Background: an optimization exercise with open tools, aiming at small area and a short achievable clock period. Do not read the settings as production practice.
Only simulation tests tie the RTL to the original design; equivalence was not proved.
Power is estimated from default activity; no workload was simulated.

### design/flow/flow/run.sh
#!/bin/bash
# Layout: the standard flow (standard.sh: the standard synthesis and the
# ORFS steps, unchanged), except that
set -euo pipefail
bash standard.sh SETUP_SLACK_MARGIN=7.0 "BUFFER_PORTS_ARGS=-buffer_cell sky130_fd_sc_hd__buf_4" finish > run_standard.log 2>&1
### design/flow/standard.sh
#!/bin/bash
# synth_recipe.tcl (not shown) runs the flow's synth.tcl, then flattens the netlist and writes it again
# the make line also repeats each setting of config.mk as NAME=value (left out here)
make -C /OpenROAD-flow-scripts/flow DESIGN_CONFIG=/design/flow/config.mk WORK_HOME=/design/flow/orfs CLKGATE_MAP_FILE= SYNTH_SCRIPT=/design/flow/synth_recipe.tcl "${@:-finish}"
### design/flow/config.mk
export PLATFORM = sky130hd
export DESIGN_NAME = mcu_main
export DESIGN_NICKNAME = mcu_main
export VERILOG_FILES = /design/flow/design.v
export SDC_FILE = /design/flow/constraint.sdc
export NUM_CORES = 4
export LEC_CHECK = 0
export CAP_MARGIN = 30
export CORE_MARGIN = 2
export CORE_UTILIZATION = 40
export CTS_CLUSTER_DIAMETER = 150
export CTS_CLUSTER_SIZE = 25
export PLACE_DENSITY = 0.6
export SLEW_MARGIN = 20
export SYNTH_HIERARCHICAL = 1
### design/flow/constraint.sdc
create_clock -name core_clock -period 10.0 [get_ports {clk}]
set_input_delay 2.0000 -clock core_clock [delete_from_list [all_inputs] [get_ports {clk}]]
set_output_delay 2.0000 -clock core_clock [all_outputs]
set_load 0.01 [all_outputs]
### design/flow/design.v
`timescale 1ns / 1ps
module mcu_main(input clk, input reset,
                input [16:0] instr,      
                input [7:0] io_in,       
                output [7:0] pc,         
                output io_we,            
                output [7:0] io_addr,    
                output [7:0] io_data);   
localparam [3:0] OP_ADD = 4'd0, OP_SUB = 4'd1, OP_XOR = 4'd2, OP_OR  = 4'd3,
                 OP_AND = 4'd4, OP_PA  = 4'd5, OP_NOT = 4'd6, OP_SLE = 4'd7,
                 OP_SHL = 4'd8, OP_SHR = 4'd9, OP_MEM = 4'd10, OP_IN = 4'd11;
reg [7:0]  pc_reg;
reg [7:0]  pc1;       
reg [16:0] ir;        
reg [7:0]  pc2;       
reg        rw_e;      
reg [2:0]  da_e;
reg [1:0]  bs_e;
reg        mw_e;
reg        owe_e;
reg [3:0]  op_e;
reg [7:0]  a_e, b_e;
reg [7:0]  a_out, b_out;  
reg [7:0]  md;            
reg [15:0] alo_n, ahi_n;  
reg        rw_w;
reg [2:0]  da_w;
reg [7:0]  res_w;
reg        rst_q;     
reg [7:0] r1, r2, r3, r4, r5, r6, r7;
reg [7:0] mem [0:255];
assign pc      = pc_reg;
assign io_we   = owe_e;
assign io_addr = a_out;
assign io_data = b_out;
wire [4:0] opc = ir[16:12];
wire [31:0] d = 32'd1 << opc;    
wire rw  = d[1] | d[2] | d[4] | d[6] | d[8] | d[9] | d[10] | d[12] | d[13] | d[14] |
           d[15] | d[17] | d[18] | d[20] | d[21];
wire ps  = d[19];
wire mw  = d[5] | d[16];
wire ma  = d[2];
wire mb  = d[2] | d[3] | d[4] | d[8] | d[9] | d[11] | d[19] | d[20] | d[21];
wire cs  = d[2] | d[3] | d[4] | d[9] | d[11] | d[19];
wire ua  = |d[21:4] | d[1];      
wire ub  = d[1] | d[5] | d[6] | d[10] | d[14] | d[15] | d[16];
wire owe = d[16];
wire [1:0] bs = {d[2] | d[3] | d[7] | d[19], d[2] | d[3] | d[11] | d[19]};
wire [3:0] op = ({4{d[4] | d[9] | d[15]}} & OP_ADD) | ({4{d[1]}}  & OP_SUB) |
                ({4{d[10]}} & OP_XOR) | ({4{d[20]}} & OP_OR)  | ({4{d[6]}}  & OP_AND) |
                ({4{d[17]}} & OP_NOT) | ({4{d[14]}} & OP_SLE) | ({4{d[8]}}  & OP_SHL) |
                ({4{d[21]}} & OP_SHR) | ({4{d[13]}} & OP_MEM) | ({4{d[18]}} & OP_IN)  |
                ({4{~(d[4] | d[9] | d[15] | d[1] | d[10] | d[20] | d[6] | d[17] | d[14] |
                     d[8] | d[21] | d[13] | d[18])}} & OP_PA);
wire memop = d[5] | d[13] | d[16];    
function [7:0] rdreg(input [2:0] a);
  if (rw_w && da_w == a)
    rdreg = res_w;
  else
    case (a)
      3'd1: rdreg = r1; 3'd2: rdreg = r2; 3'd3: rdreg = r3; 3'd4: rdreg = r4;
      3'd5: rdreg = r5; 3'd6: rdreg = r6; 3'd7: rdreg = r7; default: rdreg = 8'h00;
    endcase
endfunction
wire [7:0] kon    = {ir[5] & cs, ir[5] & cs, ir[5:0]};
wire [7:0] a_next = ma ? pc1 : rdreg(ir[8:6]);
wire [7:0] b_next = mb ? kon : rdreg(ir[5:3]);
wire haz = rw_e & ((ua & (ir[8:6] == da_e)) | (ub & (ir[5:3] == da_e)));
wire dhs = ~haz;
wire z      = (a_e == 8'h00);
wire t0     = bs_e[0] & (bs_e[1] | (ps ^ z));
wire taken  = t0 | bs_e[1];
wire [7:0] bra    = pc2 + b_e;
wire [7:0] pc_inc = pc_reg + 8'h01;
wire [7:0] pc_next = ~taken ? pc_inc : (bs_e == 2'b10) ? a_e : bra;
wire g = dhs & ~taken;
wire [255:0] msel;    
wire [255:0] mwen;    
wire [7:0]   res;     
wire [7:0]   in_n;    
reg [7:0] f;
always @(*) begin
  case (op_e)
    OP_ADD: f = a_e + b_e;
    OP_SUB: f = a_e - b_e;
    OP_XOR: f = a_e ^ b_e;
    OP_OR:  f = a_e | b_e;
    OP_AND: f = a_e & b_e;
    OP_NOT: f = ~a_e;
    OP_SLE: f = {7'b0, a_e <= b_e};
    OP_SHL: f = a_e << b_e[2:0];
    OP_SHR: f = a_e >> b_e[2:0];
    OP_MEM: f = 8'h00;
    OP_IN:  f = 8'h00;
    default: f = a_e;
  endcase
end
integer n;
always @(posedge clk) begin
  rst_q <= reset;
  if (~reset) begin
    pc_reg <= 8'h00;
    ir[16:12] <= 5'h00;
    rw_e <= 1'b0; bs_e <= 2'b00; mw_e <= 1'b0; owe_e <= 1'b0;
  end else begin
    if (dhs) begin
      pc_reg <= pc_next;
      ir[16:12] <= instr[16:12];
    end
    rw_e  <= rw & (ir[11:9] != 3'd0) & g;
    bs_e  <= bs & {2{g}};
    mw_e  <= mw & g;
    owe_e <= owe;
  end
  if (dhs) begin
    ir[11:0] <= instr[11:0];
    pc1 <= pc_inc;
    pc2 <= pc1;
  end
  da_e  <= ir[11:9];
  op_e  <= op;
  a_e   <= a_next;
  b_e   <= b_next;
  md    <= b_next & {8{reset}};
  a_out <= a_next & {8{owe}};
  b_out <= b_next & {8{owe}};
  for (n = 0; n < 16; n = n + 1) begin
    alo_n[n] <= ~((a_next[3:0] == n) & memop);
    ahi_n[n] <= (a_next[7:4] != n);
  end
  rw_w  <= rw_e;
  da_w  <= da_e;
  res_w <= res;
end
wire [7:0] wd = res_w & {8{rst_q}};
always @(posedge clk) begin
  if (~rst_q | (rw_w & da_w == 3'd1)) r1 <= wd;
  if (~rst_q | (rw_w & da_w == 3'd2)) r2 <= wd;
  if (~rst_q | (rw_w & da_w == 3'd3)) r3 <= wd;
  if (~rst_q | (rw_w & da_w == 3'd4)) r4 <= wd;
  if (~rst_q | (rw_w & da_w == 3'd5)) r5 <= wd;
  if (~rst_q | (rw_w & da_w == 3'd6)) r6 <= wd;
  if (~rst_q | (rw_w & da_w == 3'd7)) r7 <= wd;
end
wire [15:0] wlo_n = (alo_n | {16{~mw_e}}) & {16{rst_q}};
wire [15:0] whi_n = ahi_n & {16{rst_q}};
wire [255:0] mcol [0:7];
genvar i, j;
generate
  for (i = 0; i < 256; i = i + 1) begin : row
    assign msel[i] = ~(ahi_n[i / 16] | alo_n[i % 16]);
    assign mwen[i] = ~(whi_n[i / 16] | wlo_n[i % 16]);
    always @(posedge clk)
      if (mwen[i]) mem[i] <= md;
    for (j = 0; j < 8; j = j + 1) begin : col
      assign mcol[j][i] = mem[i][j];
    end
  end
  for (j = 0; j < 8; j = j + 1) begin : rd
    g_nand2 u_in (.a({io_in[j], op_e == OP_IN}), .y(in_n[j]));
    mem_rdbit u (.sel(msel), .d(mcol[j]), .oth_n(~f[j]), .in_n(in_n[j]), .y(res[j]));
  end
endgenerate
endmodule
module mem_rdbit(input [255:0] sel, input [255:0] d, input oth_n, input in_n, output y);
wire [85:0] yn;    
wire [21:0] h1;
wire [10:0] l2;
wire [2:0]  h3;
wire        l4;
genvar i;
generate
  for (i = 0; i < 85; i = i + 1) begin : g
    g_ao222n u (.s(sel[3*i+2:3*i]), .d(d[3*i+2:3*i]), .yn(yn[i]));
  end
  for (i = 0; i < 21; i = i + 1) begin : t1
    g_nand4 u (.a(yn[4*i+3:4*i]), .y(h1[i]));
  end
  for (i = 0; i < 11; i = i + 1) begin : t2
    g_nor2 u (.a(h1[2*i+1:2*i]), .y(l2[i]));
  end
endgenerate
g_nand2 u_last (.a({sel[255], d[255]}), .y(yn[85]));
g_nand2 u_t1   (.a(yn[85:84]), .y(h1[21]));
g_nand4 u_t3a  (.a(l2[3:0]), .y(h3[0]));
g_nand4 u_t3b  (.a(l2[7:4]), .y(h3[1]));
g_nand3 u_t3c  (.a(l2[10:8]), .y(h3[2]));
g_nor3  u_t4   (.a(h3), .y(l4));
g_nand3 u_out  (.a({l4, oth_n, in_n}), .y(y));
endmodule
module g_ao222n(input [2:0] s, input [2:0] d, output yn);
assign yn = ~|(s & d);
endmodule
module g_nand4(input [3:0] a, output y);
assign y = ~&a;
endmodule
module g_nand3(input [2:0] a, output y);
assign y = ~&a;
endmodule
module g_nand2(input [1:0] a, output y);
assign y = ~&a;
endmodule
module g_nor3(input [2:0] a, output y);
assign y = ~|a;
endmodule
module g_nor2(input [1:0] a, output y);
assign y = ~|a;
endmodule
==> impl_metrics.csv, run 1 <==
group,metric,value,unit
hold_path,hold_class,"flip-flop to flip-flop",
detailed_routing,vias,49300,
cells_and_area,final_cell_mix,"edfxtp_1, a222oi_1, nor2_1",
clock_network,cts_max_path_buffers,3,
global_route,grtUsageMet3,0.0402,
cells_and_area,syn2layout_area_growth,9.23,%
timing,finalHoldViolCount,0,
placement,gp_congestion,0.905,
hold_path,hold_start,"da_e[0]",
die,core_area,207000,µm²
die,die_height,460,µm
timing,period_minus_slack,3.27,ns
logic_synthesis,synth_area_leaders,"edfxtp_1, a222oi_1, nor2_1",
detailed_routing,ant_nets,0,
worst_setup_path,crit_fanout,1,
power,peakVddDrop,0.000158,V
cells_and_area,largest-register,"mem",
worst_setup_path,path_cells,"buf_6",
global_route,grt_max_degree,193,
detailed_routing,drtIter0Drc,9133,
power,power_density,204,nW/µm²
logic_synthesis,yosys_warnings,9,
worst_setup_path,r2r-start,"alo_n[10]",
worst_setup_path,cp_top_family,"flip-flops",
detailed_routing,drcViolationCount,0,
die,io_pins,52,
run,cap_violations,0,
die,die_area,211000,µm²
logic_synthesis,syn_area,83000,µm²
global_route,busiest_layer,"met2",
detailed_routing,dr.pass1.iters,10,
placement,hpwlAfterDp,147000,µm
worst_setup_path,r2r_end,"res_w[7]",
cells_and_area,drive_above_1_share,0.0974,
timing,skew,0.0487,ns
detailed_routing,wl,239000,µm
global_route,antenna_found_initial,9,
detailed_routing,wl_per_cell,31.5,µm
clock_network,numClockSinks,2242,
clock_network,cts_root_buf,"clkbuf_16",
detailed_routing,vias_per_cell,6.49,
die,row_count,167,
worst_setup_path,slowest_delay,0.38,ns
global_route,grt_pass1_vias,46400,
timing,worstMarginPinSlew,1.10,ns
timing,finalSetupViolCount,0,
hold_path,hold-path-endpoint,"da_w[0]",
logic_synthesis,synth-main-ff-cell,"edfxtp_1",
cells_and_area,final.fill_count,17700,
global_route,grt_pass1_wl,338000,µm
logic_synthesis,synth_nets,4795,
timing,rsz0062_at_grt,"yes",
logic_synthesis,async_flop_share,0,
clock_network,h-tree-depth,3,
clock_network,cts_buffers,99,
logic_synthesis,ys_seq_area_frac,0.798,
worst_setup_path,crit_start,"b_out[5]",
worst_setup_path,slowest_stage,"dfxtp_4",
logic_synthesis,ys_ff_latch,2242,
logic_synthesis,yosysUniqueCellTypes,95,
hold_path,hold_path_depth,0,
worst_setup_path,reg2reg_depth,8,
clock_network,clkTransAtPathRegs,0.11,ns
worst_setup_path,arrival,1.27,ns
clock_network,clock_latency,0.78,ns
worst_setup_path,cp.required,8.00,ns
worst_setup_path,r2r_setup_slack,6.92,ns
cells_and_area,nets,4876,
timing,slew_violations,0,
timing,finalCritPeriodShare,0.327,
logic_synthesis,yosysTopAreaCell,"edfxtp_1",
global_route,met1_usage,0.306,
timing,slew_headroom,0.266,
die,start_util,0.402,
placement,io_buffers,51,
global_route,grt_util_met2,0.346,
cells_and_area,layout_commonest_cell,"edfxtp_1",
timing,max_freq,306,MHz
clock_network,cts_tree,"done",
cells_and_area,utilization,0.439,
logic_synthesis,syn_inst,4732,
logic_synthesis,synth_top_area_share,0.771,
worst_setup_path,cp-start-kind,"flip-flop",
die,die_w,460,µm
logic_synthesis,avgSynthCellArea,17.5,µm²
power,p_leak,29.0,nW
global_route,grt_usage,0.219,
cells_and_area,top_regs,"mem x2048, ir x17",
timing,fin_setup_tns,0,ns
global_route,overflow,0,
power,design_power_total,18.5,mW
logic_synthesis,synth_edf_count,2132,
worst_setup_path,cp.buffers_inverters,1,
worst_setup_path,critical_path_class,"flip-flop to primary output",
worst_setup_path,endpoint_kind,"primary output",
cells_and_area,largest_reg_flops,2048,
status,status,"timing/DRC/antenna clean",
power breakdown:
| group | internal, mW | switching (mW) |
|---|---|---|
| clock | 1.90 | 2.80 |
| combinational | 0.434 | 1.30 |
| sequential | 11.6 | 0.483 |
per-layer routing:
layer	vias up	routed length, µm
met4	4	8910
met1	25500	93600
met5	-	21
met2	2974	111000
li1	20400	-
met3	394	24800
per-module statistics from Yosys (local to each module, per instance), a selection:
module / copies in the design / area [µm²]
mcu_main: 1 / 74500
g_nor2: 88 / 3.75
g_nor3: 8 / 10.0
g_nand2: 24 / 3.75
g_nand4: 184 / 6.26
g_nand3: 16 / 5.00
g_ao222n: 680 / 10.0
kinds of logic (layout without fill, tap and decap cells):
| kind of cell | after synthesis | after routing | synth area share |
|---|---|---|---|
| mux | 47 | 47 | 0.00885 |
| buf+inv | 249 | 396 | 0.0120 |
| other cells | 0 | 7 | 0 |
| xor+xnor | 20 | 20 | 0.00211 |
| simple gates | 1200 | 1200 | 0.0687 |
| compound gates | 936 | 936 | 0.105 |
| flops | 2242 | 2242 | 0.798 |
| fa+ha+maj | 38 | 38 | 0.00594 |
area by class of cell:
class                      count  area [µm²]  share of cell area
clock inverter                 5        80.1            0.000883
tap                         2704        3380              0.0373
timing repair buffer         167        1700              0.0187
multi-input combinational   2241       16200               0.178
clock buffer                 162        2740              0.0302
inverter                      62         233             0.00257
sequential                  2242       66400               0.732
antenna                        7        17.5            0.000193
cell usage after synthesis, types with 21 or more instances:
| cell | number |
|---|---|
| edfxtp_1 | 2132 |
| a222oi_1 | 681 |
| nor2_1 | 678 |
| nand4_1 | 200 |
| clkbuf_1 | 154 |
| dfxtp_1 | 110 |
| nand2_1 | 74 |
| inv_1 | 60 |
| nand3_1 | 48 |
| a21oi_1 | 43 |
| ha_1 | 33 |
| and2_1 | 31 |
| o21ai_0 | 28 |
| nor3_1 | 25 |
| nand2b_1 | 23 |
| nor2b_1 | 21 |
how the worst max path moves through the flow:
stage,to,slack [ns],cells past startpoint
6_report,io_data[5],6.73,1
5_1_grt,io_data[5],6.68,1
4_1_cts,pc[7],6.69,1
3_5_place_dp,res_w[6],6.30,7
3_3_place_gp,res_w[2],6.21,7
2_1_floorplan,res_w[7],7.27,10
stage by stage:
step / cell area, µm² / std cells / setup slack [ns] / hold slack, ns
2_1_floorplan: 83000 / 4732 / 7.27 / 0.348
6_report: 90700 / 7590 / 6.73 / 0.404
3_5_place_dp: 86900 / 7377 / 6.30 / 0.378
3_3_place_gp: 86800 / 7371 / 6.21 / 0.388
5_1_grt: 90700 / 7584 / 6.68 / 0.412
4_1_cts: 90300 / 7564 / 6.69 / 0.404
what timing repair did:
item | CTS | global route
setup endpoints to repair | 235 | 113
setup buffers | 20 | 11
hold buffers | 0 | 0
gates cloned | 0 | 0
pin swaps | 28 | 21
resized for setup | 135 | 42
==> run 2, diff against run 1 <==
--- a/design/flow/design.v
+++ b/design/flow/design.v
@@ -80,2 +80,4 @@
 wire [7:0]   in_n;    
+wire       sub = (op_e == OP_SUB) | (op_e == OP_SLE);
+wire [8:0] sum = {1'b0, a_e} + {1'b0, b_e ^ {8{sub}}} + {8'h00, sub};
 reg [7:0] f;
@@ -83,4 +85,4 @@
   case (op_e)
-    OP_ADD: f = a_e + b_e;
-    OP_SUB: f = a_e - b_e;
+    OP_ADD: f = sum[7:0];
+    OP_SUB: f = sum[7:0];
     OP_XOR: f = a_e ^ b_e;
@@ -89,3 +91,3 @@
     OP_NOT: f = ~a_e;
-    OP_SLE: f = {7'b0, a_e <= b_e};
+    OP_SLE: f = {7'b0, ~sum[8] | (sum[7:0] == 8'h00)};
     OP_SHL: f = a_e << b_e[2:0];
==> impl_metrics.csv, run 2 <==
group,metric,value,unit
die,io_pins,52,
detailed_routing,dr.pass1.iters,11,
placement,io_buffers,51,
cells_and_area,largest-register,"mem",
clock_network,cts_tree,"done",
clock_network,clock_latency,0.79,ns
cells_and_area,largest_reg_flops,2048,
worst_setup_path,r2r_setup_slack,6.85,ns
clock_network,h-tree-depth,3,
global_route,grt_max_degree,202,
global_route,grt_usage,0.223,
logic_synthesis,synth_edf_count,2132,
worst_setup_path,slowest_stage,"dfxtp_4",
worst_setup_path,cp.buffers_inverters,1,
worst_setup_path,path_cells,"buf_6",
timing,skew,0.0532,ns
logic_synthesis,ys_ff_latch,2242,
die,die_area,210000,µm²
detailed_routing,vias_per_cell,6.50,
worst_setup_path,slowest_delay,0.37,ns
worst_setup_path,crit_cells,1,
timing,max_freq,309,MHz
clock_network,numClockSinks,2242,
placement,gp_congestion,0.903,
power,peakVddDrop,0.000163,V
clock_network,cts_buffers,99,
cells_and_area,syn2layout_area_growth,10.2,%
logic_synthesis,yosysTopAreaCell,"edfxtp_1",
worst_setup_path,crit_end,"pc[0]",
die,die_height,459,µm
die,row_count,166,
timing,finalHoldViolCount,0,
timing,worstMarginPinSlew,1.05,ns
detailed_routing,vias,49200,
cells_and_area,layout_commonest_cell,"edfxtp_1",
global_route,antenna_found_initial,6,
logic_synthesis,synthTopCellsByCount,"edfxtp_1, a222oi_1, nor2_1",
detailed_routing,drtIter0Drc,9328,
hold_path,hold_class,"flip-flop to flip-flop",
global_route,grt_pass1_vias,46200,
logic_synthesis,synth_nets,4765,
timing,period_minus_slack,3.24,ns
timing,slew_headroom,0.296,
timing,fin_setup_tns,0,ns
worst_setup_path,arrival,1.24,ns
cells_and_area,fin_area,91100,µm²
logic_synthesis,ys_seq_area_frac,0.801,
logic_synthesis,avgSynthCellArea,17.6,µm²
logic_synthesis,synth_top_area_share,0.775,
worst_setup_path,cp.required,8.00,ns
detailed_routing,wl,243000,µm
die,core_area,205000,µm²
placement,pre_cts_slack,5.97,ns
worst_setup_path,reg2reg_depth,9,
die,start_util,0.403,
logic_synthesis,synth_area_leaders,"edfxtp_1, a222oi_1, nor2_1",
global_route,overflow,0,
power,p_int,13.9,mW
worst_setup_path,cp-start-kind,"flip-flop",
power,power_density,202,nW/µm²
worst_setup_path,endpoint_kind,"primary output",
worst_setup_path,crit_start,"pc_reg[0]",
cells_and_area,top_regs,"mem x2048, ir x17",
logic_synthesis,async_flop_share,0,
detailed_routing,wl_per_cell,32.1,µm
power,clockPowerShare,0.258,
clock_network,cts_root_buf,"clkbuf_16",
detailed_routing,ant_nets,0,
die,die_w,459,µm
status,status,"timing/DRC/antenna clean",
placement,place_area,86600,µm²
timing,finalCritPeriodShare,0.324,
cells_and_area,final.fill_count,17500,
logic_synthesis,syn_area,82600,µm²
timing,rsz0062_at_grt,"yes",
logic_synthesis,synth-main-ff-cell,"edfxtp_1",
cells_and_area,nets,4890,
logic_synthesis,post-synth-top-count-cell,"edfxtp_1",
timing,final.hold.worst_slack,0.398,ns
run,cap_violations,0,
power,switching_share,0.247,
timing,setup_slack,6.76,ns
worst_setup_path,r2r-start,"alo_n[0]",
cells_and_area,final_cell_mix,"edfxtp_1, a222oi_1, nor2_1",
global_route,grt_pass1_wl,341000,µm
timing,slew_violations,0,
logic_synthesis,yosysUniqueCellTypes,83,
placement,hpwlAfterDp,151000,µm
cells_and_area,drive_above_1_share,0.111,
worst_setup_path,r2r_end,"res_w[5]",
worst_setup_path,crit_fanout,2,
timing,finalSetupViolCount,0,
power,p_leak,29.3,nW
worst_setup_path,critical_path_class,"flip-flop to primary output",
clock_network,cts_max_path_buffers,3,
worst_setup_path,cp_top_family,"flip-flops",
logic_synthesis,yosys_warnings,9,
power,power.share.combinational,0.094,
detailed_routing,drcViolationCount,0,
logic_synthesis,syn_inst,4704,
power,design_power_total,18.4,mW
power,net-switching-power,4.55,mW
clock_network,clkTransAtPathRegs,0.11,ns
power,seqPwrFrac,0.648,
run 2: cell type report:
class / instances / area [µm²] / share of cell area
diodes: 1 / 2.50 / 0.0000275
clock buffers: 150 / 2710 / 0.0298
multi-input cells: 2215 / 16000 / 0.176
flip-flops and latches: 2242 / 66400 / 0.729
repair buffers: 208 / 2200 / 0.0241
clock inverters: 5 / 119 / 0.00131
inverters: 63 / 251 / 0.00276
well taps: 2688 / 3360 / 0.0369
run 2: cells by family (layout without fill, tap and decap cells):
| family | Yosys count | after routing | synth area share |
|---|---|---|---|
| flip-flops | 2242 | 2242 | 0.801 |
| AO/OA/AOI/OAI | 942 | 942 | 0.104 |
| buffers and inverters | 247 | 426 | 0.0119 |
| AND/OR/NAND/NOR | 1146 | 1146 | 0.0638 |
| XOR/XNOR | 33 | 33 | 0.00350 |
| other | 0 | 1 | 0 |
| multiplexers | 59 | 59 | 0.00987 |
| adder cells (fa/ha/maj) | 35 | 35 | 0.00545 |
run 2: how the worst min path moves through the flow:
stage	from	endpoint	slack, ns	cells past startpoint
floorplan	ir[10]	da_e[1]	0.35	0
global placement	rw_e	rw_w	0.37	0
detailed placement	ir[11]	da_e[2]	0.37	0
CTS	rw_e	rw_w	0.40	0
global route	rw_e	rw_w	0.41	0
finish	rw_e	rw_w	0.40	0
run 2: metal layers:
metal,vias to the layer above,routed length [µm],track usage,part of all wire
met3,386,28000,0.0453,0.12
met5,-,57,0,0.00023
li1,20300,-,-,-
met4,8,9680,0.0739,0.040
met2,3197,110000,0.341,0.45
met1,25300,95600,0.319,0.39
run 2: what timing repair did:
item	CTS	global route
gates resized for setup	185	73
buffers inserted	43	28
cloned	0	3
pin swaps	47	42
endpoints found under the setup margin	65	66
hold buffers	0	0
run 2: metrics by stage:
step / std cells / util
3_5_place_dp: 7338 / 0.422
3_3_place_gp: 7331 / 0.422
5_1_grt: 7571 / 0.444
4_1_cts: 7536 / 0.441
6_report: 7572 / 0.444
2_1_floorplan: 4704 / -
run 2: Yosys stat by module, one instance, submodules excluded, a selection:
module | cells inside | copies in the design
g_ao222n | 1 | 680
g_nor3 | 1 | 8
g_nand3 | 1 | 16
g_nor2 | 1 | 88
mcu_main | 3704 | 1
g_nand2 | 1 | 24
g_nand4 | 1 | 184
run 2: power by group through the flow:
stage / Combinational (mW) / Clock, mW / Sequential, mW
2_1_floorplan: 0.827 / 0 / 12.0
3_3_place_gp: 1.53 / 0 / 12.1
3_5_place_dp: 1.55 / 0 / 12.1
4_1_cts: 1.61 / 4.78 / 11.9
5_1_grt: 1.84 / 5.08 / 12.0
6_report: 1.73 / 4.74 / 11.9
==> run 3, diff against run 2 <==
--- a/design/flow/config.mk
+++ b/design/flow/config.mk
@@ -9,6 +9,6 @@
 export CORE_MARGIN = 2
-export CORE_UTILIZATION = 40
+export CORE_UTILIZATION = 55
 export CTS_CLUSTER_DIAMETER = 150
 export CTS_CLUSTER_SIZE = 25
-export PLACE_DENSITY = 0.6
+export PLACE_DENSITY = 0.7
 export SLEW_MARGIN = 20
==> impl_metrics.csv, run 3 <==
group,metric,value,unit
timing,period_minus_slack,3.26,ns
cells_and_area,syn2layout_area_growth,8.24,%
cells_and_area,drive_above_1_share,0.0942,
placement,placedCellCount,6655,
detailed_routing,drtIter0Drc,9452,
worst_setup_path,cp-start-kind,"flip-flop",
cells_and_area,largest_reg_flops,2048,
clock_network,h-tree-depth,3,
power,power_density,203,nW/µm²
detailed_routing,dr.pass1.iters,10,
timing,rsz0062_at_grt,"yes",
cells_and_area,largest-register,"mem",
timing,finalSetupViolCount,0,
logic_synthesis,async_flop_share,0,
run,cap_violations,0,
detailed_routing,met1_length,82000,µm
worst_setup_path,cp.required,8.00,ns
logic_synthesis,synthTopCellsByCount,"edfxtp_1, a222oi_1, nor2_1",
detailed_routing,wl_per_cell,32.5,µm
clock_network,numClockSinks,2242,
die,core_area,149000,µm²
clock_network,clock_latency,0.76,ns
worst_setup_path,endpoint_kind,"primary output",
cells_and_area,nets,4849,
status,status,"timing/DRC/antenna clean",
detailed_routing,drcViolationCount,0,
timing,slew_violations,0,
clock_network,cts_hold_buf,0,
worst_setup_path,cp.buffers_inverters,1,
logic_synthesis,synth_area_leaders,"edfxtp_1, a222oi_1, nor2_1",
global_route,grt_usage,0.285,
worst_setup_path,path_cells,"buf_6",
clock_network,cts_buffers,99,
logic_synthesis,ys_seq_area_frac,0.801,
global_route,antenna_found_initial,10,
timing,fin_setup_tns,0,ns
logic_synthesis,syn_area,82600,µm²
logic_synthesis,yosysTopAreaCell,"edfxtp_1",
timing,finalHoldViolCount,0,
die,die_height,392,µm
cells_and_area,final.fill_count,10700,
clock_network,clkTransAtPathRegs,0.10,ns
timing,slew_headroom,0.260,
logic_synthesis,synth-main-ff-cell,"edfxtp_1",
detailed_routing,routed.top_layer,"met5",
power,peakVddDrop,0.000147,V
logic_synthesis,yosys_warnings,9,
die,die_area,153000,µm²
detailed_routing,ant_nets,0,
cells_and_area,instances_no_fill,6867,
cells_and_area,fin_area,89400,µm²
logic_synthesis,synth_top_area_share,0.775,
logic_synthesis,synth_edf_count,2132,
placement,io_buffers,51,
worst_setup_path,cp_top_family,"flip-flops",
detailed_routing,vias,49000,
cells_and_area,top_regs,"mem x2048, ir x17",
detailed_routing,route.met3.wl,29800,µm
placement,place_area,85600,µm²
power,p_leak,29.0,nW
logic_synthesis,yosysUniqueCellTypes,83,
die,start_util,0.553,
placement,hpwlAfterDp,137000,µm
placement,gp_congestion,0.932,
global_route,grt_pass1_vias,45500,
power,design_power_total,18.1,mW
global_route,grt_pass1_wl,316000,µm
logic_synthesis,post-synth-top-count-cell,"edfxtp_1",
worst_setup_path,slowest_delay,0.38,ns
clock_network,cts_tree,"done",
timing,finalCritPeriodShare,0.326,
cells_and_area,layout_commonest_cell,"edfxtp_1",
worst_setup_path,crit_fanout,4,
die,die_w,392,µm
logic_synthesis,ys_ff_latch,2242,
logic_synthesis,syn_inst,4704,
worst_setup_path,slowest_stage,"dfxtp_4",
die,io_pins,52,
detailed_routing,wl_met2,102000,µm
timing,max_freq,307,MHz
timing,worstMarginPinSlew,1.11,ns
timing,skew,0.0388,ns
worst_setup_path,arrival,1.26,ns
clock_network,cts_max_path_buffers,3,
detailed_routing,wl,223000,µm
detailed_routing,vias_per_cell,7.13,
global_route,grt_max_degree,206,
worst_setup_path,critical_path_class,"flip-flop to primary output",
logic_synthesis,synth_nets,4765,
logic_synthesis,avgSynthCellArea,17.6,µm²
global_route,overflow,0,
cells_and_area,final_cell_mix,"edfxtp_1, a222oi_1, nor2_1",
clock_network,cts_root_buf,"clkbuf_16",
hold_path,hold_class,"flip-flop to flip-flop",
die,row_count,142,
run 3: power breakdown:
part	total (mW)	switching (mW)	internal, mW
registers	11.9	0.469	11.4
clock network	4.65	2.75	1.90
logic	1.57	1.14	0.428
run 3: cell type report:
| type | instances | area (µm²) | share of cell area |
|---|---|---|---|
| clock inverter | 7 | 126 | 0.00141 |
| inverter | 63 | 265 | 0.00297 |
| timing repair buffer | 167 | 1660 | 0.0186 |
| tap | 2016 | 2520 | 0.0282 |
| multi-input combinational | 2215 | 15800 | 0.176 |
| antenna | 1 | 2.50 | 0.0000280 |
| sequential | 2242 | 66400 | 0.742 |
| clock buffer | 156 | 2710 | 0.0303 |
run 3: through the flow:
step | setup WS (ns) | util | hold slack [ns]
after detailed placement | 6.25 | 0.573 | 0.368
after floorplan | 7.05 | - | 0.348
after global placement | 6.15 | 0.572 | 0.376
after CTS | 6.69 | 0.596 | 0.394
final | 6.74 | 0.599 | 0.393
after global routing | 6.71 | 0.599 | 0.410
run 3: final timing paths:
check	startpoint	to	slack (ns)	depth (start not counted)
max	pc_reg[6]	pc[6]	6.74	1
min	rw_e	rw_w	0.39	0
max reg2reg	alo_n[11]	res_w[5]	6.85	8
min reg2reg	rw_e	rw_w	0.39	0
run 3: cell families after synthesis:
family,count (synthesis),share of synthesized area
XOR/XNOR,33,0.00350
AND/OR/NAND/NOR,1146,0.0638
adder cells (fa/ha/maj),35,0.00545
multiplexers,59,0.00987
buffers and inverters,247,0.0119
flip-flops,2242,0.801
AO/OA/AOI/OAI,942,0.104
run 3: timing repair:
item	in CTS	in global routing
resized for setup	118	58
setup buffers	20	23
setup endpoints to repair	188	213
pin swaps	13	29
gates cloned	0	0
run 3: Yosys stat by module, one instance, submodules excluded, a selection:
module    flip-flops and latches  cells  area (µm²)
mcu_main                    2242   3704       74100
g_nor3                         0      1        10.0
g_nand4                        0      1        6.26
g_nor2                         0      1        3.75
g_nand2                        0      1        3.75
g_nand3                        0      1        5.00
g_ao222n                       0      1        10.0
run 3: metal layers:
metal,GRT usage,vias to the layer above
li1,-,20200
met1,0.411,24800
met2,0.439,3539
met3,0.0541,474
met4,0.0985,12
met5,0,-
==> run 4, diff against run 3 <==
--- a/design/flow/config.mk
+++ b/design/flow/config.mk
@@ -15 +15,2 @@
 export SYNTH_HIERARCHICAL = 1
+export TNS_END_PERCENT = 10
==> impl_metrics.csv, run 4 <==
group,metric,value,unit
timing,slew_violations,0,
cells_and_area,top_regs,"mem x2048, ir x17",
placement,pre_cts_slack,6.15,ns
power,p_leak,29.3,nW
die,die_w,392,µm
global_route,antenna_found_initial,2,
cells_and_area,largest_reg_flops,2048,
clock_network,h-tree-depth,3,
global_route,grt_max_degree,99,
clock_network,cts_buffers,99,
global_route,grt_pass1_wl,319000,µm
worst_setup_path,cp.required,8.00,ns
power,design_power_total,18.2,mW
cells_and_area,layout_commonest_cell,"edfxtp_1",
clock_network,numClockSinks,2242,
cells_and_area,largest-register,"mem",
cells_and_area,diodes,0,
worst_setup_path,slowest_stage,"dfxtp_4",
clock_network,clock_latency,0.77,ns
detailed_routing,ant_nets,0,
global_route,grt_usage,0.287,
clock_network,cts_tree,"done",
logic_synthesis,synth_nets,4765,
status,status,"timing/DRC/antenna clean",
logic_synthesis,synth_edf_count,2132,
logic_synthesis,synth_top_area_share,0.775,
detailed_routing,drcViolationCount,0,
worst_setup_path,critical_path_class,"flip-flop to primary output",
timing,skew,0.0335,ns
power,power_density,202,nW/µm²
cells_and_area,final_cell_mix,"edfxtp_1, a222oi_1, nor2_1",
logic_synthesis,synth-main-ff-cell,"edfxtp_1",
die,die_height,392,µm
logic_synthesis,async_flop_share,0,
timing,finalSetupViolCount,0,
cells_and_area,drive_above_1_share,0.105,
die,start_util,0.553,
cells_and_area,instances_no_fill,6905,
timing,setup_slack,6.75,ns
worst_setup_path,cp_top_family,"flip-flops",
detailed_routing,vias_per_cell,7.16,
logic_synthesis,avgSynthCellArea,17.6,µm²
timing,period_minus_slack,3.25,ns
die,io_pins,52,
logic_synthesis,ys_ff_latch,2242,
logic_synthesis,syn_area,82600,µm²
clock_network,clkTransAtPathRegs,0.10,ns
run,cap_violations,0,
timing,rsz0062_at_grt,"yes",
worst_setup_path,endpoint_kind,"primary output",
die,die_area,153000,µm²
global_route,overflow,0,
placement,hpwlAfterDp,139000,µm
cells_and_area,nets,4895,
logic_synthesis,post-synth-top-count-cell,"edfxtp_1",
worst_setup_path,cp.buffers_inverters,1,
placement,io_buffers,51,
worst_setup_path,crit_fanout,4,
detailed_routing,vias,49400,
detailed_routing,wl_per_cell,32.7,µm
cells_and_area,fin_area,90200,µm²
timing,finalCritPeriodShare,0.325,
logic_synthesis,yosys_warnings,9,
detailed_routing,drtIter0Drc,10100,
timing,finalHoldViolCount,0,
logic_synthesis,syn_inst,4704,
logic_synthesis,yosysTopAreaCell,"edfxtp_1",
timing,slew_headroom,0.342,
placement,placedCellCount,6662,
detailed_routing,wl,226000,µm
logic_synthesis,synthTopCellsByCount,"edfxtp_1, a222oi_1, nor2_1",
clock_network,cts_root_buf,"clkbuf_16",
detailed_routing,dr.pass1.iters,10,
die,row_count,142,
cells_and_area,syn2layout_area_growth,9.14,%
placement,place_area,85700,µm²
logic_synthesis,yosysUniqueCellTypes,83,
logic_synthesis,ys_seq_area_frac,0.801,
worst_setup_path,cp-start-kind,"flip-flop",
global_route,grt_pass1_vias,45800,
clock_network,cts_max_path_buffers,3,
timing,max_freq,308,MHz
timing,fin_setup_tns,0,ns
timing,final.hold.worst_slack,0.396,ns
hold_path,hold_class,"flip-flop to flip-flop",
worst_setup_path,slowest_delay,0.38,ns
cells_and_area,utilization,0.604,
placement,gp_congestion,0.928,
logic_synthesis,synth_area_leaders,"edfxtp_1, a222oi_1, nor2_1",
worst_setup_path,path_cells,"buf_6",
timing,worstMarginPinSlew,0.987,ns
worst_setup_path,arrival,1.25,ns
power,peakVddDrop,0.000169,V
die,core_area,149000,µm²
-- run 4: Yosys stat by module, one instance, submodules excluded, a selection --
module    flip-flops and latches  times used  cells inside
g_nor2                         0          88             1
g_nand4                        0         184             1
g_ao222n                       0         680             1
g_nand3                        0          16             1
mcu_main                    2242           1          3704
g_nand2                        0          24             1
g_nor3                         0           8             1
-- run 4: repair_timing --
| item | 4_1_cts | 5_1_grt |
|---|---|---|
| hold buffers | 0 | 0 |
| buffers inserted | 32 | 45 |
| endpoints found under the setup margin | 182 | 338 |
| cloned | 0 | 1 |
| gates resized for setup | 133 | 53 |
| pin swaps | 30 | 35 |
-- run 4: where the power goes --
group	leakage (nW)	internal [mW]	switching (mW)
Sequential	21.6	11.4	0.426
Combinational	6.36	0.455	1.22
Clock	1.35	1.91	2.72
Total	29.3	13.8	4.37
-- run 4: layout make-up --
type                            instances  area (µm²)
Sequential cell                      2242       66400
Fill cell                           10600       59200
Multi-Input combinational cell       2215       15800
Clock buffer                          151        2740
Tap cell                             2016        2520
Timing Repair Buffer                  213        2380
Inverter                               63         269
Clock inverter                          5        62.6
-- run 4: cell families (layout without fill, tap and decap cells) --
family          after synthesis  in the layout  share of synthesized area
compound gates              942            942                      0.104
flops                      2242           2242                      0.801
fa+ha+maj                    35             35                    0.00545
simple gates               1146           1146                     0.0638
buf+inv                     247            432                     0.0119
xor+xnor                     33             33                    0.00350
mux                          59             59                    0.00987
-- run 4: path summary, 6_finish.rpt --
kind / startpoint / endpoint / slack (ns) / cells past startpoint
worst max-delay path: pc_reg[6] / pc[6] / 6.75 / 1
worst min-delay path: rw_e / rw_w / 0.40 / 0
worst max register to register: ahi_n[7] / res_w[1] / 6.79 / 7
worst min register to register: rw_e / rw_w / 0.40 / 0
-- run 4: layer usage --
layer  track usage  vias to the layer above  wire length [µm]
li1              -                    20300                 -
met1         0.402                    25000             81200
met2         0.447                     3712            106000
met3        0.0517                      450             28900
met4         0.120                        0              9630
met5             0                        -                 0
==> run 5, diff against run 4 <==
--- a/design/flow/config.mk
+++ b/design/flow/config.mk
@@ -11,3 +11,3 @@
 export CTS_CLUSTER_DIAMETER = 150
-export CTS_CLUSTER_SIZE = 25
+export CTS_CLUSTER_SIZE = 28
 export PLACE_DENSITY = 0.7
==> impl_metrics.csv, run 5 <==
group,metric,value,unit
global_route,grt_pass1_vias,45600,
logic_synthesis,yosys_warnings,9,
cells_and_area,drive_above_1_share,0.110,
timing,slew_headroom,0.346,
detailed_routing,wl_per_cell,32.7,µm
detailed_routing,ant_nets,0,
power,peakVddDrop,0.000162,V
global_route,grt_pass1_wl,318000,µm
logic_synthesis,yosysUniqueCellTypes,83,
cells_and_area,final.fill_count,10600,
logic_synthesis,avgSynthCellArea,17.6,µm²
clock_network,cts_max_path_buffers,3,
clock_network,cts_tree,"done",
timing,finalSetupViolCount,0,
detailed_routing,wl,226000,µm
global_route,grt_max_degree,99,
die,die_height,392,µm
global_route,overflow,0,
hold_path,hold_path_depth,0,
logic_synthesis,ys_ff_latch,2242,
clock_network,cts_buffers,90,
worst_setup_path,endpoint_kind,"flip-flop",
die,die_w,392,µm
logic_synthesis,synth-main-ff-cell,"edfxtp_1",
worst_setup_path,reg2reg_depth,4,
worst_setup_path,critical_path_class,"flip-flop to flip-flop",
timing,worstMarginPinSlew,0.977,ns
logic_synthesis,async_flop_share,0,
clock_network,numClockSinks,2242,
clock_network,clock_latency,0.76,ns
timing,finalHoldViolCount,0,
worst_setup_path,arrival,3.71,ns
placement,gp_congestion,0.928,
power,design_power_total,18.0,mW
placement,io_buffers,51,
worst_setup_path,path_cells,"buf_4 > a21boi_4 > buf_4 > nor2_1",
cells_and_area,largest_reg_flops,2048,
die,row_count,142,
worst_setup_path,slowest_delay,0.80,ns
logic_synthesis,syn_inst,4704,
cells_and_area,utilization,0.603,
run,cap_violations,0,
clock_network,cts_hold_buf,0,
timing,period_minus_slack,3.29,ns
timing,fin_setup_tns,0,ns
timing,rsz0062_at_grt,"yes",
power,p_leak,29.3,nW
detailed_routing,vias,49600,
global_route,grt_usage,0.286,
placement,placedCellCount,6662,
logic_synthesis,yosysTopAreaCell,"edfxtp_1",
timing,skew,0.0453,ns
detailed_routing,drtIter0Drc,10300,
die,core_area,149000,µm²
detailed_routing,drcViolationCount,0,
die,start_util,0.553,
logic_synthesis,synth_nets,4765,
cells_and_area,final_cell_mix,"edfxtp_1, a222oi_1, nor2_1",
worst_setup_path,slowest_stage,"a21boi_4",
logic_synthesis,synth_area_leaders,"edfxtp_1, a222oi_1, nor2_1",
cells_and_area,layout_commonest_cell,"edfxtp_1",
clock_network,h-tree-depth,3,
die,io_pins,52,
logic_synthesis,synthTopCellsByCount,"edfxtp_1, a222oi_1, nor2_1",
cells_and_area,syn2layout_area_growth,9.08,%
cells_and_area,nets,4906,
worst_setup_path,crit_fanout,30,
cells_and_area,top_regs,"mem x2048, ir x17",
clock_network,clkTransAtPathRegs,0.11,ns
clock_network,cts_root_buf,"clkbuf_16",
worst_setup_path,cp-start-kind,"flip-flop",
logic_synthesis,post-synth-top-count-cell,"edfxtp_1",
status,status,"timing/DRC/antenna clean",
logic_synthesis,synth_edf_count,2132,
cells_and_area,instances_no_fill,6910,
worst_setup_path,cp.required,10.43,ns
logic_synthesis,syn_area,82600,µm²
cells_and_area,largest-register,"mem",
die,die_area,153000,µm²
timing,slew_violations,0,
hold_path,hold_class,"flip-flop to flip-flop",
detailed_routing,vias_per_cell,7.18,
placement,hpwlAfterDp,139000,µm
worst_setup_path,path_common_cell,"buf_4",
logic_synthesis,synth_top_area_share,0.775,
detailed_routing,dr.pass1.iters,8,
timing,max_freq,304,MHz
logic_synthesis,ys_seq_area_frac,0.801,
timing,finalCritPeriodShare,0.329,
power,power_density,200,nW/µm²
global_route,antenna_found_initial,5,
==> run 5: critical path: cells and delay by family, from the launching register on <==
| family | cells | cell delay (ns) |
|---|---|---|
| AND/OR/NAND/NOR | 1 | 0.26 |
| buffers and inverters | 2 | 1.10 |
| AO/OA/AOI/OAI | 1 | 0.80 |
| flip-flops | 1 | 0.76 |
==> run 5: layout make-up <==
| cell class | count | area (µm²) | share of cell area |
|---|---|---|---|
| well taps | 2016 | 2520 | 0.0280 |
| repair buffers | 233 | 2490 | 0.0276 |
| flip-flops and latches | 2242 | 66400 | 0.737 |
| multi-input cells | 2215 | 15900 | 0.176 |
| clock buffers | 138 | 2520 | 0.0279 |
| inverters | 63 | 269 | 0.00298 |
| diodes | 1 | 2.50 | 0.0000278 |
| clock inverters | 2 | 46.3 | 0.000514 |
==> run 5: final timing paths <==
check | slack (ns) | endpoint | start
setup / recovery | 6.71 | mem[34][0] | rst_q
hold reg to reg | 0.40 | rw_w | rw_e
hold / removal | 0.40 | rw_w | rw_e
setup reg to reg | 6.71 | mem[34][0] | rst_q
==> run 5: per-module statistics from Yosys, one instance, submodules excluded, excerpt <==
module | cells | copies in the design
g_nand2 | 1 | 24
g_nand3 | 1 | 16
mcu_main | 3704 | 1
g_ao222n | 1 | 680
g_nand4 | 1 | 184
g_nor3 | 1 | 8
g_nor2 | 1 | 88
==> run 5: logic make-up (layout without fill, tap and decap cells) <==
kind of cell | after synthesis | after routing | synth area share
flip-flops | 2242 | 2242 | 0.801
AND/OR/NAND/NOR | 1146 | 1146 | 0.0638
AO/OA/AOI/OAI | 942 | 942 | 0.104
buffers and inverters | 247 | 436 | 0.0119
multiplexers | 59 | 59 | 0.00987
adder cells (fa/ha/maj) | 35 | 35 | 0.00545
XOR/XNOR | 33 | 33 | 0.00350
other | 0 | 1 | 0
==> run 5: report_power, final <==
group | total (mW) | internal, mW | switching (mW)
clock | 4.45 | 1.76 | 2.69
combinational | 1.70 | 0.472 | 1.23
sequential | 11.9 | 11.4 | 0.423
total | 18.0 | 13.7 | 4.34
==> run 5: stage by stage <==
| step | setup slack (ns) | hold WS, ns | instance area, µm² |
|---|---|---|---|
| 2_1_floorplan | 6.77 | 0.348 | 82600 |
| 5_1_grt | 6.74 | 0.399 | 90100 |
| 4_1_cts | 6.71 | 0.396 | 88700 |
| 6_report | 6.71 | 0.399 | 90100 |
| 3_5_place_dp | 6.15 | 0.369 | 85700 |
| 3_3_place_gp | 6.19 | 0.367 | 85500 |
==> run 5: what timing repair did <==
action,CTS,global route
setup buffers,14,82
gates resized for setup,96,124
pin swaps,19,64
cloned,0,2
endpoints found under the setup margin,174,216
==> run 5: per-layer routing <==
layer	GRT usage	wire length (µm)	vias to the layer above
li1	-	-	20300
met1	0.404	82600	25200
met2	0.446	106000	3657
met3	0.0503	28000	483
met4	0.115	9590	8
met5	0	54	-
==> run 6, diff against run 5 <==
==> design/flow/flow/run.sh (replaced) <==
#!/bin/bash
# Layout: the standard flow (standard.sh: the standard synthesis and the
# ORFS steps, unchanged), except that
set -euo pipefail
bash standard.sh SETUP_SLACK_MARGIN=6.8 "BUFFER_PORTS_ARGS=-buffer_cell sky130_fd_sc_hd__buf_4" finish > run_standard.log 2>&1
--- a/design/flow/config.mk
+++ b/design/flow/config.mk
@@ -11,3 +11,3 @@
 export CTS_CLUSTER_DIAMETER = 150
-export CTS_CLUSTER_SIZE = 28
+export CTS_CLUSTER_SIZE = 25
 export PLACE_DENSITY = 0.7
@@ -15,2 +15 @@
 export SYNTH_HIERARCHICAL = 1
-export TNS_END_PERCENT = 10
==> impl_metrics.csv, run 6 <==
group,metric,value,unit
timing,worstMarginPinSlew,0.992,ns
worst_setup_path,cp-start-kind,"flip-flop",
worst_setup_path,slowest_stage,"a222oi_1",
logic_synthesis,synthTopCellsByCount,"edfxtp_1, a222oi_1, nor2_1",
logic_synthesis,synth_edf_count,2132,
die,die_w,392,µm
logic_synthesis,synth_area_leaders,"edfxtp_1, a222oi_1, nor2_1",
worst_setup_path,r2r-start,"alo_n[8]",
timing,finalCritPeriodShare,0.329,
placement,io_buffers,51,
worst_setup_path,crit_fanout,14,
logic_synthesis,synth_nets,4765,
detailed_routing,vias_per_cell,7.07,
worst_setup_path,r2r_setup_slack,6.71,ns
power,power_density,202,nW/µm²
hold_path,hold_class,"flip-flop to flip-flop",
logic_synthesis,yosys_warnings,9,
die,row_count,142,
worst_setup_path,reg2reg_depth,8,
status,status,"timing/DRC/antenna clean",
logic_synthesis,yosysUniqueCellTypes,83,
detailed_routing,drcViolationCount,0,
global_route,grt_usage,0.284,
worst_setup_path,crit_start,"alo_n[8]",
logic_synthesis,ys_ff_latch,2242,
power,p_leak,28.9,nW
die,core_area,149000,µm²
cells_and_area,top_regs,"mem x2048, ir x17",
die,die_area,153000,µm²
worst_setup_path,crit_cells,8,
logic_synthesis,post-synth-top-count-cell,"edfxtp_1",
die,start_util,0.553,
placement,gp_congestion,0.938,
logic_synthesis,async_flop_share,0,
clock_network,cts_hold_buf,0,
die,die_height,392,µm
placement,placedCellCount,6657,
cells_and_area,multiInputGateArea,15700,µm²
worst_setup_path,cp_top_family,"simple AND/OR/NAND/NOR gates",
detailed_routing,wl,221000,µm
worst_setup_path,endpoint_kind,"flip-flop",
logic_synthesis,synth-main-ff-cell,"edfxtp_1",
detailed_routing,vias,48500,
timing,fin_setup_tns,0,ns
detailed_routing,ant_nets,0,
clock_network,cts_max_path_buffers,3,
die,io_pins,52,
cells_and_area,instances_no_fill,6851,
cells_and_area,final.fill_count,10800,
worst_setup_path,r2r_end,"res_w[1]",
timing,skew,0.0529,ns
worst_setup_path,slowest_delay,0.53,ns
timing,finalHoldViolCount,0,
timing,slew_headroom,0.338,
timing,finalSetupViolCount,0,
clock_network,cts_root_buf,"clkbuf_16",
cells_and_area,final_cell_mix,"edfxtp_1, a222oi_1, nor2_1",
logic_synthesis,avgSynthCellArea,17.6,µm²
timing,period_minus_slack,3.29,ns
global_route,antenna_found_initial,6,
cells_and_area,largest-register,"mem",
placement,hpwlAfterDp,134000,µm
worst_setup_path,crit_end,"res_w[1]",
cells_and_area,nets,4836,
worst_setup_path,cp.buffers_inverters,1,
worst_setup_path,cp.required,10.66,ns
clock_network,h-tree-depth,3,
clock_network,clock_latency,0.79,ns
cells_and_area,largest_reg_flops,2048,
timing,max_freq,304,MHz
timing,rsz0062_at_grt,"yes",
logic_synthesis,yosysTopAreaCell,"edfxtp_1",
logic_synthesis,synth_top_area_share,0.775,
hold_path,hold_start,"da_e[0]",
worst_setup_path,path_cells,"buf_8 > nor2_1 > a222oi_1 > nand4_1 > nor2_1 > nand4_1 > nor3_2 > nand3_1",
cells_and_area,drive_above_1_share,0.0861,
global_route,overflow,0,
run,cap_violations,0,
worst_setup_path,arrival,3.94,ns
logic_synthesis,ys_seq_area_frac,0.801,
detailed_routing,drtIter0Drc,9269,
cells_and_area,ff_latch_area,66400,µm²
clock_network,cts_buffers,99,
detailed_routing,wl_per_cell,32.2,µm
detailed_routing,dr.pass1.iters,8,
logic_synthesis,syn_inst,4704,
worst_setup_path,critical_path_class,"flip-flop to flip-flop",
clock_network,cts_tree,"done",
timing,slew_violations,0,
logic_synthesis,syn_area,82600,µm²
global_route,grt_max_degree,185,
clock_network,clkTransAtPathRegs,0.10,ns
cells_and_area,layout_commonest_cell,"edfxtp_1",
power,peakVddDrop,0.000167,V
clock_network,numClockSinks,2242,
global_route,grt_pass1_wl,315000,µm
global_route,grt_pass1_vias,45500,
cells_and_area,syn2layout_area_growth,8.09,%
-- run 6: area by class of cell --
type | instances | share of cell area
Antenna cell | 2 | 0.0000560
Clock buffer | 150 | 0.0299
Clock inverter | 9 | 0.00140
Inverter | 63 | 0.00283
Multi-Input combinational cell | 2215 | 0.176
Sequential cell | 2242 | 0.743
Tap cell | 2016 | 0.0282
Timing Repair Buffer | 154 | 0.0189
-- run 6: worst min path at each step --
stage / endpoint / cells past startpoint
floorplan: da_e[1] / 0
global placement: rw_w / 0
detailed placement: da_e[1] / 0
CTS: rw_w / 0
global route: rw_w / 0
finish: da_w[0] / 0
-- run 6: through the flow --
stage	total power [mW]	hold WS, ns	instance area [µm²]	utilization	setup slack [ns]
after floorplan	12.8	0.348	82600	-	6.84
after global placement	13.5	0.374	85500	0.572	6.18
after detailed placement	13.6	0.369	85700	0.573	6.23
after CTS	18.1	0.404	89000	0.595	6.69
after global routing	18.6	0.417	89300	0.598	6.72
final	18.1	0.401	89300	0.598	6.71
-- run 6: layer usage --
layer | GRT usage | wire (µm) | vias to the layer above
met5 | 0 | 0 | -
met4 | 0.0930 | 7970 | 0
met3 | 0.0558 | 27700 | 366
met2 | 0.448 | 104000 | 3329
met1 | 0.401 | 81100 | 24600
li1 | - | - | 20200
-- run 6: kinds of logic after synthesis --
| kind of cell | count (synthesis) | share of synthesized area |
|---|---|---|
| flops | 2242 | 0.801 |
| simple gates | 1146 | 0.0638 |
| compound gates | 942 | 0.104 |
| buf+inv | 247 | 0.0119 |
| mux | 59 | 0.00987 |
| fa+ha+maj | 35 | 0.00545 |
| xor+xnor | 33 | 0.00350 |
-- run 6: worst register-to-register path: stages (launching register included) --
cell and delay (ns):
dfxtp_2 0.50, buf_8 0.32, nor2_1 0.24, a222oi_1 0.53, nand4_1 0.15, nor2_1 0.37, nand4_1 0.53, nor3_2 0.41
nand3_1 0.10
-- run 6: modules after synthesis, one instance, submodules excluded, a selection --
module / copies in the design / flip-flops and latches / cell area (µm²) / cells inside
g_ao222n: 680 / 0 / 10.0 / 1
g_nand2: 24 / 0 / 3.75 / 1
g_nand3: 16 / 0 / 5.00 / 1
g_nand4: 184 / 0 / 6.26 / 1
g_nor2: 88 / 0 / 3.75 / 1
g_nor3: 8 / 0 / 10.0 / 1
mcu_main: 1 / 2242 / 74100 / 3704
-- run 6: power by group --
part,leakage (nW),switching [mW],internal [mW]
clock network,1.34,2.75,1.87
logic,5.93,1.15,0.408
registers,21.7,0.454,11.4
-- run 6: repair_timing --
action	4_1_cts	5_1_grt
gates cloned	0	0
endpoints found under the setup margin	46	49
setup buffers	20	5
resized for setup	103	45
pin swaps	10	19
==> run 7, diff against run 6 <==
--- a/design/flow/config.mk
+++ b/design/flow/config.mk
@@ -9,6 +9,6 @@
 export CORE_MARGIN = 2
-export CORE_UTILIZATION = 55
+export CORE_UTILIZATION = 40
 export CTS_CLUSTER_DIAMETER = 150
 export CTS_CLUSTER_SIZE = 25
-export PLACE_DENSITY = 0.7
+export PLACE_DENSITY = 0.6
 export SLEW_MARGIN = 20
==> impl_metrics.csv, run 7 <==
group,metric,value,unit
die,start_util,0.403,
hold_path,hold_path_depth,0,
run,cap_violations,0,
logic_synthesis,ys_ff_latch,2242,
cells_and_area,top_regs,"mem x2048, ir x17",
logic_synthesis,synth_top_area_share,0.775,
logic_synthesis,synth_area_leaders,"edfxtp_1, a222oi_1, nor2_1",
clock_network,clkTransAtPathRegs,0.10,ns
global_route,overflow,0,
placement,place_area,86400,µm²
worst_setup_path,r2r-start,"ahi_n[5]",
hold_path,hold_start,"rw_e",
timing,slew_violations,0,
logic_synthesis,synth-main-ff-cell,"edfxtp_1",
placement,gp_congestion,0.873,
placement,placedCellCount,7326,
power,p_leak,28.9,nW
cells_and_area,largest-register,"mem",
placement,io_buffers,51,
timing,fin_setup_tns,0,ns
detailed_routing,drtIter0Drc,9555,
placement,hpwlAfterDp,143000,µm
logic_synthesis,avgSynthCellArea,17.6,µm²
detailed_routing,wl,234000,µm
global_route,grt_pass1_vias,45300,
clock_network,cts_tree,"done",
worst_setup_path,r2r_setup_slack,6.68,ns
cells_and_area,final.fill_count,17500,
clock_network,clock_latency,0.79,ns
clock_network,numClockSinks,2242,
timing,finalSetupViolCount,0,
cells_and_area,drive_above_1_share,0.0887,
cells_and_area,instances_no_fill,7527,
logic_synthesis,synth_nets,4765,
hold_path,hold-path-endpoint,"rw_w",
detailed_routing,drcViolationCount,0,
detailed_routing,wl_per_cell,31.0,µm
worst_setup_path,slowest_stage,"dfxtp_1",
cells_and_area,syn2layout_area_growth,9.01,%
detailed_routing,ant_nets,0,
cells_and_area,largest_reg_flops,2048,
logic_synthesis,ys_seq_area_frac,0.801,
timing,finalCritPeriodShare,0.332,
logic_synthesis,yosysTopAreaCell,"edfxtp_1",
hold_path,hold_class,"flip-flop to flip-flop",
clock_network,cts_max_path_buffers,3,
logic_synthesis,syn_inst,4704,
timing,skew,0.0446,ns
die,io_pins,52,
detailed_routing,vias,48500,
timing,setup_slack,6.68,ns
timing,max_freq,301,MHz
clock_network,h-tree-depth,3,
die,row_count,166,
logic_synthesis,yosysUniqueCellTypes,83,
global_route,antenna_found_initial,1,
worst_setup_path,cp-start-kind,"flip-flop",
cells_and_area,fin_area,90100,µm²
power,peakVddDrop,0.000128,V
worst_setup_path,reg2reg_depth,7,
die,die_height,459,µm
cells_and_area,layout_commonest_cell,"edfxtp_1",
logic_synthesis,post-synth-top-count-cell,"edfxtp_1",
timing,final.hold.worst_slack,0.394,ns
worst_setup_path,path_cells,"nor2_1 > a222oi_1 > nand4_1 > nor2_1 > nand4_1 > nor3_2 > nand3_1",
timing,period_minus_slack,3.32,ns
worst_setup_path,r2r_end,"res_w[7]",
global_route,grt_usage,0.215,
logic_synthesis,async_flop_share,0,
worst_setup_path,crit_fanout,17,
timing,rsz0062_at_grt,"yes",
timing,finalHoldViolCount,0,
worst_setup_path,critical_path_class,"flip-flop to flip-flop",
detailed_routing,vias_per_cell,6.44,
timing,slew_headroom,0.283,
logic_synthesis,syn_area,82600,µm²
global_route,grt_max_degree,212,
logic_synthesis,synthTopCellsByCount,"edfxtp_1, a222oi_1, nor2_1",
worst_setup_path,endpoint_kind,"flip-flop",
cells_and_area,nets,4833,
timing,worstMarginPinSlew,1.08,ns
clock_network,cts_root_buf,"clkbuf_16",
die,die_w,459,µm
worst_setup_path,arrival,3.95,ns
worst_setup_path,cp.required,10.63,ns
global_route,grt_pass1_wl,331000,µm
die,die_area,210000,µm²
cells_and_area,final_cell_mix,"edfxtp_1, a222oi_1, nor2_1",
power,design_power_total,18.2,mW
status,status,"timing/DRC/antenna clean",
cells_and_area,utilization,0.439,
logic_synthesis,yosys_warnings,9,
detailed_routing,dr.pass1.iters,9,
logic_synthesis,synth_edf_count,2132,
power,power_density,202,nW/µm²
die,core_area,205000,µm²
worst_setup_path,slowest_delay,0.85,ns
placement,pre_cts_slack,6.00,ns
clock_network,cts_buffers,99,
-- run 7: where the power goes --
group	internal, mW	switching, mW
registers	11.4	0.452
clock network	1.91	2.79
logic	0.417	1.20
-- run 7: layer usage --
| metal | wire, µm | vias to the layer above | GRT usage |
|---|---|---|---|
| met5 | 0 | - | 0 |
| met4 | 7480 | 0 | 0.0615 |
| met3 | 24100 | 331 | 0.0335 |
| met2 | 108000 | 2859 | 0.332 |
| met1 | 94300 | 25200 | 0.315 |
| li1 | - | 20200 | - |
-- run 7: worst max path at each step --
| stage | to | startpoint | cells past startpoint | slack, ns |
|---|---|---|---|---|
| 2_1_floorplan | res_w[5] | op_e[0] | 13 | 6.84 |
| 3_3_place_gp | res_w[5] | op_e[1] | 11 | 6.03 |
| 3_5_place_dp | res_w[5] | op_e[1] | 11 | 6.00 |
| 4_1_cts | pc[0] | pc_reg[0] | 1 | 6.66 |
| 5_1_grt | pc[7] | pc_reg[7] | 1 | 6.67 |
| 6_report | res_w[7] | ahi_n[5] | 7 | 6.68 |
-- run 7: modules after synthesis (local to each module, per instance), a selection --
module / times used / flops+latches
g_nor3: 8 / 0
g_nand3: 16 / 0
mcu_main: 1 / 2242
g_nand4: 184 / 0
g_nor2: 88 / 0
g_ao222n: 680 / 0
g_nand2: 24 / 0
-- run 7: what timing repair did --
action | in CTS | in global routing
pin swaps | 9 | 13
setup buffers | 10 | 12
hold buffers | 0 | 0
gates resized for setup | 107 | 44
endpoints found under the setup margin | 48 | 44
-- run 7: cell type report --
type                            count  area, µm²  area share
Sequential cell                  2242      66400       0.737
Antenna cell                        1       2.50   0.0000278
Inverter                           63        245     0.00272
Tap cell                         2688       3360      0.0373
Timing Repair Buffer              151       1560      0.0173
Multi-Input combinational cell   2215      15700       0.174
Clock buffer                      161       2750      0.0306
Clock inverter                      6       67.6    0.000750
-- run 7: logic make-up (layout without fill, tap and decap cells) --
group | after synthesis | in the layout | share of synthesized area
flops | 2242 | 2242 | 0.801
simple gates | 1146 | 1146 | 0.0638
compound gates | 942 | 942 | 0.104
buf+inv | 247 | 381 | 0.0119
mux | 59 | 59 | 0.00987
fa+ha+maj | 35 | 35 | 0.00545
xor+xnor | 33 | 33 | 0.00350
other cells | 0 | 1 | 0
-- run 7: worst max-delay path: cells and delay by family (launching register included) --
family	cells	cell delay, ns
AND/OR/NAND/NOR	6	1.71
flip-flops	1	0.85
AO/OA/AOI/OAI	1	0.63
==> run 8, diff against run 7 <==
--- a/design/flow/design.v
+++ b/design/flow/design.v
@@ -14,3 +14,2 @@
 reg [16:0] ir;        
-reg [7:0]  pc2;       
 reg        rw_e;      
@@ -22,2 +21,3 @@
 reg [7:0]  a_e, b_e;
+reg [7:0]  bra_e;         
 reg [7:0]  a_out, b_out;  
@@ -72,5 +72,4 @@
 wire taken  = t0 | bs_e[1];
-wire [7:0] bra    = pc2 + b_e;
 wire [7:0] pc_inc = pc_reg + 8'h01;
-wire [7:0] pc_next = ~taken ? pc_inc : (bs_e == 2'b10) ? a_e : bra;
+wire [7:0] pc_next = ~taken ? pc_inc : (bs_e == 2'b10) ? a_e : bra_e;
 wire g = dhs & ~taken;
@@ -119,3 +118,2 @@
     pc1 <= pc_inc;
-    pc2 <= pc1;
   end
@@ -125,2 +123,3 @@
   b_e   <= b_next;
+  bra_e <= pc1 + kon;
   md    <= b_next & {8{reset}};
==> design/flow/flow/run.sh (replaced) <==
#!/bin/bash
# Layout: the standard flow (standard.sh: the standard synthesis and the
# ORFS steps, unchanged), except that
set -euo pipefail
bash standard.sh SETUP_SLACK_MARGIN=7.0 "BUFFER_PORTS_ARGS=-buffer_cell sky130_fd_sc_hd__buf_4" finish > run_standard.log 2>&1
==> impl_metrics.csv, run 8 <==
group,metric,value,unit
status,status,"timing/DRC/antenna clean",
detailed_routing,wl,240000,µm
clock_network,cts_max_path_buffers,3,
clock_network,clock_latency,0.78,ns
logic_synthesis,synth_adder_area_share,0.00546,
clock_network,cts_tree,"done",
logic_synthesis,synth-simple-area-share,0.0639,
placement,io_buffers,51,
timing,period_minus_slack,3.32,ns
clock_network,cts_buffers,99,
power,clockPowerShare,0.256,
die,core_area,205000,µm²
global_route,antenna_found_initial,7,
timing,rsz0062_at_grt,"yes",
global_route,grt_usage,0.220,
cells_and_area,final.fill_count,17600,
timing,finalSetupViolCount,0,
clock_network,h-tree-depth,3,
logic_synthesis,synthXorXnorAreaFrac,0.00403,
timing,finalCritPeriodShare,0.332,
timing,final.hold.worst_slack,0.395,ns
detailed_routing,drcViolationCount,0,
clock_network,cts_root_buf,"clkbuf_16",
worst_setup_path,cp.buffers_inverters,1,
detailed_routing,vias_per_cell,6.45,
worst_setup_path,path_cells,"buf_6",
die,die_area,210000,µm²
logic_synthesis,yosys_warnings,9,
power,power_density,203,nW/µm²
cells_and_area,final_cell_mix,"edfxtp_1, a222oi_1, nor2_1",
die,die_w,458,µm
cells_and_area,nets,4876,
hold_path,hold_class,"flip-flop to flip-flop",
placement,gp_congestion,0.905,
power,peakVddDrop,0.000139,V
timing,finalHoldViolCount,0,
cells_and_area,top_regs,"mem x2048, ir x17",
timing,setup_slack,6.68,ns
logic_synthesis,syn_inst,4673,
detailed_routing,vias,48800,
worst_setup_path,slowest_stage,"dfxtp_4",
cells_and_area,drive_above_1_share,0.113,
power,net-switching-power,4.57,mW
power,p_leak,29.4,nW
worst_setup_path,cp_top_family,"flip-flops",
worst_setup_path,cp-start-kind,"flip-flop",
placement,placedCellCount,7310,
clock_network,clkTransAtPathRegs,0.11,ns
global_route,grt_pass1_vias,46000,
logic_synthesis,synth_nets,4734,
logic_synthesis,ys_ff_latch,2242,
timing,max_freq,301,MHz
power,power.share.combinational,0.096,
logic_synthesis,async_flop_share,0,
worst_setup_path,cp.required,8.00,ns
worst_setup_path,slowest_delay,0.42,ns
worst_setup_path,endpoint_kind,"primary output",
detailed_routing,ant_nets,0,
logic_synthesis,synth_top_family_by_area,"compound AO/OA/AOI/OAI gates",
worst_setup_path,crit_fanout,1,
power,p_int,13.9,mW
worst_setup_path,arrival,1.32,ns
global_route,grt_max_degree,217,
logic_synthesis,synth-main-ff-cell,"edfxtp_1",
global_route,grt_pass1_wl,337000,µm
power,seqPwrFrac,0.648,
logic_synthesis,post-synth-top-count-cell,"edfxtp_1",
placement,hpwlAfterDp,146000,µm
worst_setup_path,critical_path_class,"flip-flop to primary output",
run,cap_violations,0,
logic_synthesis,avgSynthCellArea,17.7,µm²
==> run 8: cell types whose count changed in the layout (fill, tap and decap cells not counted), sizes merged, moves of 9 or more <==
cell | before | now
mux2i | 31 | 45
o211ai | 11 | 2
nand4 | 210 | 190
nand2 | 97 | 113
buf | 151 | 213
==> run 8: what timing repair did <==
item,4_1_cts,5_1_grt
gates cloned,0,2
hold buffers,0,0
setup buffers,52,30
pin swaps,45,67
endpoints found under the setup margin,179,111
gates resized for setup,172,70
==> run 8: power groups by stage <==
stage / Combinational (mW) / Sequential (mW) / Clock, mW
finish: 1.76 / 11.9 / 4.73
global route: 1.87 / 12.0 / 5.06
CTS: 1.64 / 12.0 / 4.77
detailed placement: 1.57 / 12.2 / 0
global placement: 1.52 / 12.2 / 0
floorplan: 0.842 / 12.0 / 0
==> run 8: Yosys stat by module, one instance, submodules excluded, a selection <==
module    times used  flops+latches  cell area (µm²)
mcu_main           1           2242            74000
g_ao222n         680              0             10.0
g_nor3             8              0             10.0
g_nand4          184              0             6.26
g_nand3           16              0             5.00
g_nand2           24              0             3.75
g_nor2            88              0             3.75
==> run 8: per-layer routing <==
metal  global-route usage  routed length (µm)  vias to the layer above
met5                    0                  39                        -
met1                0.305               92200                    25100
met3               0.0389               25900                      382
li1                     -                   -                    20100
met4               0.0669                8530                        6
met2                0.355              113000                     3121
==> run 8: path summary, 6_finish.rpt <==
check / slack, ns / to / startpoint / cells after the start
max: 6.68 / io_addr[6] / a_out[6] / 1
min reg2reg: 0.39 / rw_w / rw_e / 0
min: 0.39 / rw_w / rw_e / 0
max reg2reg: 6.80 / res_w[3] / op_e[2] / 11
==> run 8: final cells by class <==
| class | instances | area, µm² | area share |
|---|---|---|---|
| clock buffers | 160 | 2770 | 0.0304 |
| repair buffers | 217 | 2340 | 0.0257 |
| inverters | 55 | 208 | 0.00228 |
| multi-input cells | 2200 | 16000 | 0.175 |
| well taps | 2688 | 3360 | 0.0369 |
| flip-flops and latches | 2242 | 66300 | 0.729 |
| diodes | 3 | 7.51 | 0.0000825 |
| clock inverters | 5 | 66.3 | 0.000728 |
==> run 8: kinds of logic (layout without fill, tap and decap cells) <==
kind of cell,count (synthesis),in the layout
adder cells (fa/ha/maj),35,35
AND/OR/NAND/NOR,1139,1139
XOR/XNOR,38,38
other,0,3
multiplexers,68,68
buffers and inverters,231,437
flip-flops,2242,2242
AO/OA/AOI/OAI,920,920
==> run 8: metrics by stage <==
stage | cell area, µm² | util | power [mW]
floorplan | 82500 | - | 12.9
global placement | 86300 | 0.421 | 13.7
detailed placement | 86400 | 0.422 | 13.8
CTS | 90300 | 0.441 | 18.4
global route | 91000 | 0.444 | 18.9
finish | 91000 | 0.445 | 18.4

Setup slack of run 8, layout unchanged: 6.678 ns with ideal ports, 6.595 ns with driving cells assumed (clock clkbuf_16, inputs buf_2), 6.804 ns with port delays also shifted by the 0.847 ns mid clock arrival.
